Context: an optimization exercise on an open-source flow, tuned for small area and a short achievable clock period. The choices shown serve that exercise and are no tape-out recipe. The RTL was checked by simulation tests, not by an equivalence proof against the original design. Power figures rest on the tool's default switching activity, not on a simulated workload.

File: flow/design.v
`timescale 1ns / 1ps
module umt_top #(
    parameter MAX_UMTS = 5,
    parameter MAX_LMTS = 5,
    parameter MAX_WIDTH = 64,
    parameter MAX_DEPTH = 512,
    parameter PMT_WIDTH = 32,
    parameter PMT_DEPTH = 32,
    parameter MAX_PMTS_PER_LMT = 8
) (
    input  wire                      clk,
    input  wire                      rst_n,
    input  wire                      umt_cfg_valid,
    input  wire                      umt_cfg_wr_en,
    input  wire [2:0]                umt_cfg_id,
    input  wire [15:0]               umt_cfg_width,
    input  wire [15:0]               umt_cfg_depth,
    input  wire                      umt_cfg_type,
    input  wire                      umt_map_trigger,
    input  wire                      entry_valid,
    input  wire [2:0]                entry_umt_id,
    input  wire [8:0]                entry_addr,
    input  wire [MAX_WIDTH-1:0]      entry_data,
    input  wire [MAX_WIDTH-1:0]      entry_mask,
    output wire                      map_done,
    output wire                      map_error,
    output wire [MAX_LMTS-1:0]       lmt_used,
    output wire [MAX_LMTS*8-1:0]     lmt_uid,
    output wire [MAX_LMTS*8-1:0]     lmt_internal_id,
    output wire [MAX_LMTS*2-1:0]     lmt_status_flag,
    output wire [MAX_LMTS*2-1:0]     lmt_width_gear,
    output wire [MAX_LMTS*3-1:0]     lmt_depth_gear,
    output wire                      lmt_entry_valid,
    output wire [2:0]                lmt_entry_id,
    output wire [8:0]                lmt_entry_addr,
    output wire [MAX_WIDTH-1:0]      lmt_entry_data,
    output wire [MAX_WIDTH-1:0]      lmt_entry_mask,
    output wire [7:0]                total_lmts_used,
    output wire [15:0]               total_pmts_needed
);
    integer n;
    reg  [4:0]  cv;      
    reg  [4:0]  cw;      
    reg  [19:0] cd;      
    wire cfg_ok = umt_cfg_valid & umt_cfg_wr_en & (umt_cfg_id < 3'd5) &
                  (umt_cfg_width != 16'd0) & (umt_cfg_width <= 16'd64) &
                  (umt_cfg_depth != 16'd0) & (umt_cfg_depth <= 16'd512);
    wire [8:0] cfg_dm1 = umt_cfg_depth[8:0] - 9'd1;
    wire       cfg_wbig = umt_cfg_width[6] | (umt_cfg_width[5] & (|umt_cfg_width[4:0]));
    always @(posedge clk or negedge rst_n) begin
        if (!rst_n)
            cv <= 5'd0;
        else if (cfg_ok)
            cv[umt_cfg_id] <= 1'b1;
    end
    always @(posedge clk) begin
        if (cfg_ok) begin
            cw[umt_cfg_id] <= cfg_wbig;
            cd[umt_cfg_id*4 +: 4] <= cfg_dm1[8:5];
        end
    end
    localparam S_FIN_A = 4'h5;
    localparam S_CHECK = 4'h6;
    localparam S_IDLE  = 4'h7;
    localparam S_FIN_M = 4'hD;
    localparam S_DONE  = 4'hE;
    reg  [3:0] s;
    reg        md, me;
    reg  [4:0] r;         
    reg  [7:0] p;         
    reg  [4:0] tl;
    reg  [7:0] tp;
    wire [2:0] k  = s[2:0];
    wire       step = (k < 3'd5);
    wire       sv = cv[k];
    wire       sw = cw[k];
    wire [3:0] sd = cd[k*4 +: 4];
    wire [4:0] db = {1'b0, sd} + 5'd1;
    wire [5:0] pm = sw ? {db, 1'b0} : {1'b0, db};
    wire [1:0] nlm1 = sw ? sd[3:2] : {1'b0, sd[3]};
    wire [2:0] nl = {1'b0, nlm1} + 3'd1;
    wire       multi = (nlm1 != 2'd0);
    wire [1:0] dgs = sd[2] ? 2'd3 : sd[1] ? 2'd2 : {1'b0, sd[0]};
    wire       alloc = s[3] & step & sv;
    always @(posedge clk or negedge rst_n) begin
        if (!rst_n) begin
            s  <= S_IDLE;
            md <= 1'b0;
            me <= 1'b0;
            tl <= 5'd0;
            tp <= 8'd0;
        end else begin
            case (s)
                S_IDLE: begin
                    md <= 1'b0;
                    me <= 1'b0;
                    if (umt_map_trigger) s <= 4'h0;
                end
                S_FIN_A: begin
                    tl <= r;
                    tp <= p;
                    s  <= S_CHECK;
                end
                S_CHECK: begin
                    if (tl > 5'd5) begin
                        me <= 1'b1;
                        s  <= S_DONE;
                    end else begin
                        s  <= 4'h8;
                    end
                end
                S_FIN_M: s <= S_DONE;
                S_DONE: begin
                    md <= 1'b1;
                    if (!umt_map_trigger) s <= S_IDLE;
                end
                4'hF: s <= S_IDLE;
                default: s <= s + 4'd1;
            endcase
        end
    end
    always @(posedge clk) begin
        if (s == S_IDLE) begin
            if (umt_map_trigger) begin
                r <= 5'd0;
                p <= 8'd0;
            end
        end else if (s == S_FIN_A) begin
            r <= 5'd0;
        end else if (step && sv) begin
            r <= r + {2'b0, nl};
            if (!s[3]) p <= p + {2'b0, pm};
        end
    end
    reg [4:0]  lu;        
    reg [14:0] lid;       
    reg [4:0]  lw;        
    reg [4:0]  lm;        
    reg [14:0] lf;        
    reg [2:0]  j [0:4];
    reg [4:0]  we;
    reg [4:0]  last;
    always @(*) begin
        for (n = 0; n < 5; n = n + 1) begin
            j[n]    = n[2:0] - r[2:0];
            we[n]   = alloc & (r[3:0] <= n) & (j[n] < nl);
            last[n] = (j[n] == {1'b0, nlm1});
        end
    end
    always @(posedge clk or negedge rst_n) begin
        if (!rst_n) begin
            lu  <= 5'd0;
            lid <= 15'd0;
            lw  <= 5'd0;
            lm  <= 5'd0;
            lf  <= 15'd0;
        end else begin
            for (n = 0; n < 5; n = n + 1) begin
                if (we[n]) begin
                    lu[n] <= 1'b1;
                    lid[n*3 +: 3] <= k;
                    lw[n] <= sw;
                    lm[n] <= multi;
                    lf[n*3 +: 3] <= multi ? {last[n], j[n][1:0]} : {1'b1, dgs};
                end
            end
        end
    end
    reg [1:0] ldg [0:4];
    reg [39:0] o_uid, o_iid;
    reg [9:0]  o_sf, o_wg;
    reg [14:0] o_dg;
    always @(*) begin
        for (n = 0; n < 5; n = n + 1) begin
            ldg[n] = lm[n] ? {1'b1, ~lw[n]} : lf[n*3 +: 2];
            o_uid[n*8 +: 8] = {5'd0, lid[n*3 +: 3]};
            o_iid[n*8 +: 8] = {6'd0, lm[n] ? lf[n*3 +: 2] : 2'd0};
            o_sf[n*2 +: 2]  = lm[n] ? {(|lf[n*3 +: 2]), (~|lf[n*3 +: 2]) ^ lf[n*3+2]} : 2'd0;
            o_wg[n*2 +: 2]  = {1'b0, lw[n]};
            o_dg[n*3 +: 3]  = {1'b0, ldg[n]};
        end
    end
    assign map_done          = md;
    assign map_error         = me;
    assign lmt_used          = lu;
    assign lmt_uid           = o_uid;
    assign lmt_internal_id   = o_iid;
    assign lmt_status_flag   = o_sf;
    assign lmt_width_gear    = o_wg;
    assign lmt_depth_gear    = o_dg;
    assign total_lmts_used   = {3'd0, tl};
    assign total_pmts_needed = {8'd0, tp};
    reg        e_v;
    reg [2:0]  e_id;
    reg [8:0]  e_addr;
    reg [63:0] e_data, e_mask;
    reg [3:0] cum;
    reg [4:0] d;
    reg [4:0] hit;
    reg       found;
    reg [2:0] t_id;
    reg [3:0] t_off;
    always @(*) begin
        cum = 4'd0;
        found = 1'b0;
        t_id = 3'd0;
        t_off = 4'd0;
        for (n = 0; n < 5; n = n + 1) begin
            d = {1'b0, entry_addr[8:5]} - {1'b0, cum};
            hit[n] = lu[n] & (lid[n*3 +: 3] == entry_umt_id) & ~d[4] &
                     ({1'b0, d[3:0]} < (5'd1 << ldg[n]));
            if (hit[n] && !found) begin
                found = 1'b1;
                t_id = n[2:0];
                t_off = d[3:0];
            end
            if (lu[n] & (lid[n*3 +: 3] == entry_umt_id))
                cum = cum + (4'd1 << ldg[n]);
        end
    end
    always @(posedge clk or negedge rst_n) begin
        if (!rst_n) begin
            e_v    <= 1'b0;
            e_id   <= 3'd0;
            e_addr <= 9'd0;
            e_data <= 64'd0;
            e_mask <= 64'd0;
        end else begin
            e_v <= entry_valid & found;
            if (entry_valid & found) begin
                e_id   <= t_id;
                e_addr <= {t_off, entry_addr[4:0]};
                e_data <= entry_data;
                e_mask <= entry_mask;
            end
        end
    end
    assign lmt_entry_valid = e_v;
    assign lmt_entry_id    = e_id;
    assign lmt_entry_addr  = e_addr;
    assign lmt_entry_data  = e_data;
    assign lmt_entry_mask  = e_mask;
endmodule
File: flow/run.sh
#!/bin/bash
# synth_recipe.tcl (not shown) runs the flow's synth.tcl, then flattens the netlist and writes it again
# the make line also repeats each setting of config.mk as NAME=value (left out here)
make -C /OpenROAD-flow-scripts/flow DESIGN_CONFIG=/design/flow/config.mk WORK_HOME=/design/flow/orfs CLKGATE_MAP_FILE= SYNTH_SCRIPT=/design/flow/synth_recipe.tcl finish
File: flow/config.mk
export PLATFORM = sky130hd
export DESIGN_NAME = umt_top
export DESIGN_NICKNAME = umt_top
export VERILOG_FILES = /design/flow/design.v
export SDC_FILE = /design/flow/constraint.sdc
export NUM_CORES = 4
export LEC_CHECK = 0
export CAP_MARGIN = 20
export CORE_MARGIN = 2
export CORE_UTILIZATION = 40
export SLEW_MARGIN = 20
File: flow/constraint.sdc
create_clock -name core_clock -period 120.0 [get_ports {clk}]
set_input_delay 24.0000 -clock core_clock [delete_from_list [all_inputs] [get_ports {clk}]]
set_output_delay 24.0000 -clock core_clock [all_outputs]
set_load 0.01 [all_outputs]
==> impl_metrics.ini, run 1 <==
[status]
outcome = complete, no violations

[pwr]
p_int_mw = 0.188
clkPwrFrac_pct = 31.3
power_density_nw_per_um2 = 14.8
swShare_pct = 32.9
p_leak_nw = 8.72
peakVddDrop_mv = 0.0126
p_seq_share_pct = 36.0
switching_power_mw = 0.0921
pwr-share-comb_pct = 32.6

[final_layout]
final_nets = 1877
diodes = 0
nFillCells = 3051
area_delta_synth_final_pct = 35.3
drive_above_1_share_pct = 7.95
utilization_pct = 54.9

[floorplanning]
die_width_um = 191
initial_core_util_pct = 40.6
core_area_um2 = 34500
num_io_pins = 469
rows = 68
dieHeight_um = 191
dieArea_um2 = 36500

[drt]
ant_nets = 0
drt-total-wl_um = 39400
first_pass_iters = 5
drc = 0
drtIter0Drc = 517
num_vias = 10400
routedWlPerCell_um = 18.9
viasPerCell = 4.98

[setup_path]
crit_arrival_ns = 32.45
critPathLaunchType = input pin
worstSetupEndpointType = flip-flop
worstPathRequired_ns = 120.42
crit_fanout = 77
crit_type = in -> reg
startpoint = entry_umt_id[2]
r2r-start = lid[2]

[yosys]
synth_top_area_share_pct = 37.0
synth-edff-count = 38
synth_top_area_cell = dfrtp_1
syn_avg_cell_area_um2 = 11.4
yosys_warnings = 3
ys.flop_type = dfrtp_1
synth_cells = 1232
synth_area_um2 = 14000
ys_types = 83
synth_seq_area_share_pct = 45.8
ys_seq_elements = 248
postSynth.asyncResetShare_pct = 84.7
ys_top_cells_by_area = dfrtp_1 (37%), mux2_1 (11%), edfxtp_1 (8.2%)

[clocking]
cts_tree = yes
path_clk_slew_ns = 0.06
cts_buffers = 28
ctsHtreeMaxLevel = 1
clock_path_buffers = 3
clockRootBuffer = clkbuf_16
post_cts_buffers = 0
cts_sinks = 248
cts_hold_buf = 0
clk_latency_ns = 0.54
cts-resized-gates = 0

[sta]
period_share_pct = 26.7
slew_headroom_pct = 30.2
maxSlewViolCount = 0
final-setup-viol-count = 0
tightest_slew_ns = 1.05
setup_tns_ns = 0
fmax_mhz = 31.2
finalClockSkew_ns = 0.0120
rsz0062_at_grt = no
finalHoldViolCount = 0
min_period_ns = 32.03

[hold_path]
hold_class = reg -> reg
min_from = cv[4]

[place]
portBuffers = 391
routabilityCongestion = 0.871
dpl.hpwl_um = 30900

[global_route]
grt_overflow = 0
track_usage_pct = 20.7
grt_pass1_wl_um = 59500
antenna_found_initial = 0
grt_max_degree = 111
grt_pass1_vias = 10200

[job]
maxCapViolCount = 0
## cell families (layout without fill, tap and decap cells)
kind of cell | after synthesis | after routing | share of synthesized area, %
compound gates | 212 | 212 | 10.6
xor+xnor | 52 | 52 | 3.42
fa+ha+maj | 82 | 82 | 7.62
buf+inv | 181 | 510 | 7.83
flops | 248 | 248 | 45.8
mux | 187 | 187 | 14.9
other cells | 1 | 76 | 0.0268
simple gates | 269 | 269 | 9.80
## area by class of cell
class | instances | area (um2) | share of cell area (%)
Multi-Input combinational cell | 878 | 6790 | 35.9
Timing Repair Buffer | 402 | 4000 | 21.1
Sequential cell | 248 | 6400 | 33.8
Clock inverter | 6 | 86.3 | 0.456
Clock buffer | 45 | 866 | 4.57
Tap cell | 455 | 569 | 3.01
Inverter | 57 | 214 | 1.13
## placed cells by master (no fill, tap or decap), drive strengths merged, types with 20 or more instances in the layout
cell / instances
clkdlybuf4s50: 390
dfrtp: 207
mux2: 172
nor2: 77
conb: 76
ha: 74
nand2: 63
inv: 59
a21oi: 53
clkbuf: 46
o21ai: 43
edfxtp: 38
xnor2: 32
nor3: 24
a21o: 22
xor2: 20
## worst max-delay path, cell delays in order
cell and delay [ns]:
clkdlybuf4s50_1 0.61, xnor2_2 0.35, nand4_4 0.23, nor3_1 0.42, ha_1 0.32, nand2_1 0.06, nand2_1 0.14, ha_1 0.27
and3_1 0.19, o311a_1 0.12, mux2_2 0.30, o32ai_2 0.35, o2111ai_2 0.36, or3_1 0.45, nand3_1 0.11, xnor2_1 0.12
ha_1 0.27, xnor2_1 0.19, ha_1 0.27, nand3b_1 0.16, or4_1 0.54, a21oi_1 0.26, inv_1 0.14, a31oi_4 0.16
buf_4 0.63, buf_4 0.91, mux2_1 0.39
## state kept, by name, summed over array words and instances, names as in the netlist
signal,cells
tp,8
p,8
e_v,1
md,1
lu,5
cv,5
lf,15
lw,5
cw,5
tl,5
lm,5
e_data,64
me,1
r,5
lid,15
s,4
e_mask,64
cd,20
e_id,3
e_addr,9
## layer usage
metal | vias up | part of all wire [%] | GRT usage (%)
met5 | - | 0 | 0
met4 | 0 | 2.1 | 4.86
met3 | 47 | 5.8 | 3.62
met2 | 299 | 51 | 37.7
met1 | 5066 | 41 | 25.3
li1 | 5008 | - | -
## power by group through the flow
| stage | clock network, mW | registers, mW | logic [mW] |
|---|---|---|---|
| 4_1_cts | 0.0899 | 0.101 | 0.0920 |
| 2_1_floorplan | 0 | 0.0989 | 0.0640 |
| 3_5_place_dp | 0 | 0.102 | 0.0908 |
| 5_1_grt | 0.0936 | 0.102 | 0.103 |
| 6_report | 0.0877 | 0.101 | 0.0913 |
| 3_3_place_gp | 0 | 0.102 | 0.0900 |
## per-stage QoR
step / cells / hold slack (ns) / instance area, um2 / setup slack, ns / power [mW]
2_1_floorplan: 1307 / 0.427 / 14300 / 90.38 / 0.163
3_3_place_gp: 2040 / 0.440 / 18000 / 87.59 / 0.192
3_5_place_dp: 2040 / 0.444 / 18000 / 87.42 / 0.193
4_1_cts: 2091 / 0.458 / 18900 / 87.99 / 0.283
5_1_grt: 2091 / 0.471 / 18900 / 87.40 / 0.298
6_report: 2091 / 0.454 / 18900 / 87.97 / 0.280
## final timing paths
check	end	slack, ns	cells past startpoint
min	cv[4]	0.45	1
min reg2reg	cv[4]	0.45	1
max	e_mask[52]	87.97	27
max reg2reg	e_mask[52]	111.73	26
max in group asynchronous	e_mask[40]	95.13	2
min in group asynchronous	e_data[20]	23.56	1
## cells in the mapped netlist, types with 6 or more instances
library cell,number
a21o_1,22
mux2_2,39
nor2_1,77
nor2b_1,7
nor3_1,23
fa_1,6
a21boi_0,7
o22ai_1,6
clkbuf_1,24
nand2_1,63
buf_6,16
nand4_1,8
edfxtp_1,38
or3_1,8
nand2b_1,16
mux2i_1,15
a31oi_1,7
o21ai_0,40
inv_1,56
xnor2_1,29
or2_2,11
buf_4,77
a21oi_1,52
and2_1,18
ha_1,74
xor2_1,20
dfrtp_1,207
nand3_1,8
a22o_1,19
mux2_1,133
==> run 2, diff against run 1 <==
==> flow/flow/run.sh (new file) <==
#!/bin/bash
# Standard ORFS layout, with the port buffers made of the smallest buffer cell.
set -euo pipefail
export BUFFER_PORTS_ARGS="-buffer_cell sky130_fd_sc_hd__buf_1"
bash standard.sh > standard.log 2>&1
==> flow/standard.sh (new file) <==
#!/bin/bash
# synth_recipe.tcl (not shown) runs the flow's synth.tcl, then flattens the netlist and writes it again
# the make line also repeats each setting of config.mk as NAME=value (left out here)
make -C /OpenROAD-flow-scripts/flow DESIGN_CONFIG=/design/flow/config.mk WORK_HOME=/design/flow/orfs CLKGATE_MAP_FILE= SYNTH_SCRIPT=/design/flow/synth_recipe.tcl "${@:-finish}"
--- a/flow/config.mk
+++ b/flow/config.mk
@@ -8,4 +8,5 @@
 export CAP_MARGIN = 20
 export CORE_MARGIN = 2
-export CORE_UTILIZATION = 40
+export CORE_UTILIZATION = 60
+export CTS_BUF_LIST = sky130_fd_sc_hd__clkbuf_4 sky130_fd_sc_hd__clkbuf_8
 export SLEW_MARGIN = 20
removed: flow/run.sh
==> run 2 against run 1 <==
Effect of this change: count of clock-buffer cells in the layout increased by 25; area after synthesis did not move; still clean; setup slack improved by 0.59 ns; critical path type unchanged; sequential power about the same; global-route usage rose by 6.4 points.
==> impl_metrics.ini, run 2 <==
[place]
routabilityCongestion = 0.918
dp_cells = 1900
portBuffers = 391
dpl.hpwl_um = 26600

[yosys]
synth_cells = 1232
ys.flop_type = dfrtp_1
synth_top_area_cell = dfrtp_1
ys_types = 83
synthTopCellsByCount = dfrtp_1 (207), mux2_1 (133), buf_4 (77), nor2_1 (77), ha_1 (74)
postSynth.asyncResetShare_pct = 84.7
synth_top_area_share_pct = 37.0
yosys_warnings = 3
synth-edff-count = 38
synth_seq_area_share_pct = 45.8
synth_area_um2 = 14000
ys_top_cells_by_area = dfrtp_1 (37%), mux2_1 (11%), edfxtp_1 (8.2%)
synth.most_common_cell = dfrtp_1
syn_avg_cell_area_um2 = 11.4
ys_seq_elements = 248

[clocking]
cts_sinks = 248
post_cts_buffers = 0
ctsHtreeMaxLevel = 2
cts_tree = yes
clockRootBuffer = clkbuf_8
clock_path_buffers = 3
cts_hold_buf = 0
path_clk_slew_ns = 0.06
cts-resized-gates = 0
cts_buffers = 43
clk_latency_ns = 0.55

[drt]
top_layer_used = met4
drc = 0
drt-total-wl_um = 34600
met1Wirelength_um = 14600
num_vias = 10500
wl_met3_um = 2020
drtIter0Drc = 568
first_pass_iters = 7
met2_length_um = 16900
routedWlPerCell_um = 17.5
viasPerCell = 5.32
ant_nets = 0

[floorplanning]
rows = 55
core_area_um2 = 22800
initial_core_util_pct = 61.4
num_io_pins = 469
dieHeight_um = 157
dieArea_um2 = 24500
die_width_um = 157

[sta]
period_share_pct = 26.2
rsz0062_at_grt = no
finalClockSkew_ns = 0.0310
finalHoldViolCount = 0
min_period_ns = 31.44
maxSlewViolCount = 0
setup_tns_ns = 0
tightest_slew_ns = 1.01
slew_headroom_pct = 32.8
fmax_mhz = 31.8
final-setup-viol-count = 0

[global_route]
grt_pass1_vias = 10100
grt_max_degree = 79
grt_pass1_wl_um = 52800
antenna_found_initial = 0
track_usage_pct = 27.1
grt_overflow = 0

[final_layout]
area_delta_synth_final_pct = 16.7
final_cell_mix = buf_1 (390), dfrtp_1 (207), mux2_1 (133), nor2_1 (77), conb_1 (76)
reg_top3 = e_data: 64 flops, e_mask: 64 flops, cd: 20 flops
final_common_cell = buf_1
final_nets = 1894
diodes = 0
drive_above_1_share_pct = 10.1
finalNonFillerCells = 1979

[setup_path]
r2r_slack_ns = 111.94
crit_type = in -> reg
critPathLaunchType = input pin
cp_common_cell = ha_1
worst_path_largest_cell_delay_ns = 0.85
worstSetupEndpointType = flip-flop
crit_fanout = 78
crit_arrival_ns = 31.85
worstPathRequired_ns = 120.41
crit_slowest_cell = buf_4

[pwr]
peakVddDrop_mv = 0.0131
p_leak_nw = 7.80
power_density_nw_per_um2 = 16.5

[job]
maxCapViolCount = 0

[hold_path]
hold_class = reg -> reg

[status]
outcome = complete, no violations
==> run 2: cell count changes in the layout (fill, tap and decap cells not counted), moves of 2 or more <==
cell / change
clkbuf_4: +17
buf_1: +390
clkbuf_1: -8
clkbuf_8: +45
clkdlybuf4s50_1: -390
inv_4: -2
buf_4: +2
clkinv_2: +4
clkbuf_16: -29
==> run 2: logic make-up (layout without fill, tap and decap cells) <==
group | Yosys count | in the layout | share of synthesized area, %
simple gates | 269 | 269 | 9.80
xor+xnor | 52 | 52 | 3.42
buf+inv | 181 | 540 | 7.83
compound gates | 212 | 212 | 10.6
mux | 187 | 187 | 14.9
fa+ha+maj | 82 | 82 | 7.62
flops | 248 | 248 | 45.8
other cells | 1 | 76 | 0.0268
==> run 2: power by group <==
group / switching, mW / leakage [nW] / internal [mW] / total, mW
clock: 0.0342 / 0.507 / 0.0480 / 0.0822
combinational: 0.0514 / 4.07 / 0.0346 / 0.0860
sequential: 0.00760 / 3.22 / 0.0933 / 0.101
==> run 2: worst paths after layout <==
kind	from	end	cells after the start
max in group asynchronous	rst_n	e_addr[1]	3
min in group asynchronous	rst_n	e_data[40]	2
max reg2reg	lid[2]	e_mask[3]	26
min	cv[4]	cv[4]	1
max	entry_umt_id[1]	e_mask[3]	27
min reg2reg	cv[4]	cv[4]	1
==> run 2: layout make-up <==
cell class / instances / area, um2
clock buffers: 70 / 863
clock inverters: 9 / 87.6
fillers: 1777 / 6460
inverters: 57 / 214
multi-input cells: 878 / 6790
flip-flops and latches: 248 / 6400
well taps: 313 / 392
repair buffers: 404 / 1570
==> run 2: critical path: cells and delay by family <==
| family | cells | cell delay (ns) |
|---|---|---|
| AOI/OAI and AO/OA | 5 | 1.27 |
| muxes | 2 | 0.68 |
| adders and majority gates | 4 | 1.08 |
| buffers and inverters | 4 | 2.00 |
| and+or+nand+nor | 9 | 2.21 |
| xor gates and xnor gates | 3 | 0.50 |
==> run 2: metrics by stage <==
| step | power, mW | hold slack, ns | utilization (%) | instance area, um2 | setup WS [ns] |
|---|---|---|---|---|---|
| floorplan | 0.163 | 0.427 | - | 14300 | 90.38 |
| global placement | 0.185 | 0.439 | 67.5 | 15400 | 88.13 |
| detailed placement | 0.187 | 0.446 | 67.5 | 15400 | 88.08 |
| CTS | 0.271 | 0.459 | 71.6 | 16300 | 88.63 |
| global route | 0.287 | 0.467 | 71.6 | 16300 | 88.11 |
| finish | 0.269 | 0.458 | 71.6 | 16300 | 88.56 |
==> run 2: routing by layer <==
layer  vias up  track usage, %
met5         -               0
met4         0            8.87
met3        77            5.65
met2       342            45.5
met1      5073            35.4
li1       5045               -

## separate check: timing with driven ports
No port has a modelled driver above. Below, the same layouts with a new extraction and two added sets of constraints.
Step 1, drivers: a clkbuf_16 drives clk and a buf_2 each remaining input, both assumed.
Step 2 also shifts input and output timing later by t, the mid clock arrival at the registers, as if the neighbouring blocks saw the same clock.
a / b / c = ideal ports / drivers / drivers and shift; a / b = the first two.
| run | shift t [ns] | setup WS [ns] | worst setup path at the end | slew at the worst register clock pin (ns) |
|---|---|---|---|---|
| run 1 | 0.583 | 87.970 / 87.995 / 87.412 | input to register | 0.06 / 0.06 |
| run 2 | 0.579 | 88.556 / 88.566 / 87.987 | input to register | 0.07 / 0.07 |
After both steps setup and hold are still met in every run listed. For run 2, which loses most, drivers alone change the setup slack by +0.010 ns; drivers and shift together by -0.569 ns.
